Context: an optimization exercise on an open-source flow, tuned for small area. The choices shown serve that exercise and are no tape-out recipe. In this exercise RTL edits were held to simulation tests only and were not proved equivalent to the original.

==> flow/design.v (excerpt) <==
module custom_MuP (clk, rst, imem_req, imem_addr, imem_rdata, dmem_re, dmem_we, dmem_addr, dmem_wdata, dmem_rdata);
Size in the first run: roughly 700 cells after synthesis, ~8300 um^2 of cells after synthesis.
==> flow/config.mk <==
export PLATFORM = sky130hd
export DESIGN_NAME = custom_MuP
export DESIGN_NICKNAME = custom_MuP
export VERILOG_FILES = /design/flow/design.v
export SDC_FILE = /design/flow/constraint.sdc
export NUM_CORES = 4
export LEC_CHECK = 0
export CAP_MARGIN = 20
export CORE_MARGIN = 2
export CORE_UTILIZATION = 60
export CTS_BUF_LIST = sky130_fd_sc_hd__clkbuf_8
export CTS_CLUSTER_DIAMETER = 100
export CTS_CLUSTER_SIZE = 18
export SLEW_MARGIN = 20
==> flow/constraint.sdc <==
create_clock -name core_clock -period 10.0 [get_ports {clk}]
set_input_delay 2.0000 -clock core_clock [delete_from_list [all_inputs] [get_ports {clk}]]
set_output_delay 2.0000 -clock core_clock [all_outputs]
set_load 0.01 [all_outputs]
standard.sh (not shown) runs the stock make flow with config.mk's settings and CLKGATE_MAP_FILE= SYNTH_SCRIPT=/design/flow/synth_recipe.tcl, a recipe that flattens the netlist after the stock synthesis.
==> flow/flow/run.sh <==
#!/bin/bash
# Own layout flow: the standard synthesis, then the combinational logic
# re-mapped by ABC for area (registers kept as they are: same cells, same
# names), then the standard ORFS flow from floorplan to finish with the
# smallest buffer cell on the ports. Every tool writes its own log here.
set -euo pipefail
HERE=$(pwd)
R=$HERE/orfs/results/sky130hd/custom_MuP/base
YOSYS=$FLOW_HOME/../tools/install/yosys/bin/yosys
LIB=$FLOW_HOME/platforms/sky130hd/lib/sky130_fd_sc_hd__tt_025C_1v80.lib

bash standard.sh synth > synth_standard.log 2>&1
cp $R/1_2_yosys.v $HERE/netlist_standard.v

DU=$(sed -n '/DONT_USE_CELLS/,/^$/p' $FLOW_HOME/platforms/sky130hd/config.mk | grep -o "sky130_fd_sc_hd__[a-z0-9_]*" | sed 's/^/-dont_use /' | tr '\n' ' ')
sed -e "s#@LIB@#$LIB#g" -e "s#@DU@#$DU#g" -e "s#@IN@#$HERE/netlist_standard.v#g" \
    -e "s#@OUT@#$HERE/netlist_resynth.v#g" -e "s#@ABC@#$HERE/flow/area.abc#g" flow/resynth.ys > resynth.ys
$YOSYS -s resynth.ys > resynth.log 2>&1

cp $HERE/netlist_resynth.v $R/1_2_yosys.v
rm -f $R/1_synth.odb $R/1_synth.sdc
bash standard.sh "BUFFER_PORTS_ARGS=-buffer_cell sky130_fd_sc_hd__buf_1" finish > flow_finish.log 2>&1
==> flow/flow/area.abc <==
strash; &get -n; &fraig -x; &put; scorr; dc2; strash; &get -n; &dch -f; &nf -R 1000 -p; &put
==> flow/flow/resynth.ys <==
read_liberty -ignore_miss_func @LIB@
blackbox sky130_fd_sc_hd__*df* sky130_fd_sc_hd__*dl* sky130_fd_sc_hd__*lpflow*
read_verilog @IN@
hierarchy -top custom_MuP
flatten
opt -purge
abc -liberty @LIB@ @DU@ -script @ABC@
opt_clean -purge
write_verilog -noattr -nohex -nodec @OUT@.tmp.v
design -reset
read_liberty -lib @LIB@
read_verilog @OUT@.tmp.v
hierarchy -top custom_MuP
hilomap -singleton -hicell sky130_fd_sc_hd__conb_1 HI -locell sky130_fd_sc_hd__conb_1 LO
insbuf -buf sky130_fd_sc_hd__buf_1 A X
splitnets
rename -hide w:_*_.*
opt_clean -purge
stat -liberty @LIB@
check -assert -mapped
write_verilog -noattr -nohex -nodec @OUT@
The starting point ran to the end with no violations.
Edit:
--- a/flow/config.mk
+++ b/flow/config.mk
@@ -10,5 +10,5 @@
 export CORE_UTILIZATION = 60
-export CTS_BUF_LIST = sky130_fd_sc_hd__clkbuf_8
+export CTS_BUF_LIST = sky130_fd_sc_hd__clkbuf_4
 export CTS_CLUSTER_DIAMETER = 100
-export CTS_CLUSTER_SIZE = 18
+export CTS_CLUSTER_SIZE = 10
 export SLEW_MARGIN = 20
- worst setup slack is better by 110 ps
- worst hold slack stays flat
- sequential share of layout area goes down by 0.16 points
- synthesized cell count is unchanged
- die area stays the same
- wire length is about the same
- sequential cell count stays the same

[port drivers added, routing unchanged]
The results above use ideal ports. As a check the final layouts listed here were re-extracted and re-timed, cells and wires unchanged. Step 1: set_driving_cell puts a clkbuf_16 on clk and a buf_2 on each other input, an assumption about the parent block. Step 2, shift: input delay + t, output delay - t, t = (earliest + latest rising clock arrival at the registers) / 2. This alone moves slack from input paths to output paths. a / b / c = ideal / step 1 / step 2; a / b = the first two.
run | shift t [ns] | slack for setup (ns) | worst hold slack (ns)
the first run | 0.565 | 4.529 / 4.539 / 3.974 | 0.316 / 0.316 / 0.316
the second run | 0.641 | 4.642 / 4.650 / 4.009 | 0.317 / 0.317 / 0.317
After both steps setup and hold are still met in every run listed. For the second run, which loses most, drivers alone change the setup slack by +0.008 ns; drivers and shift together by -0.633 ns.
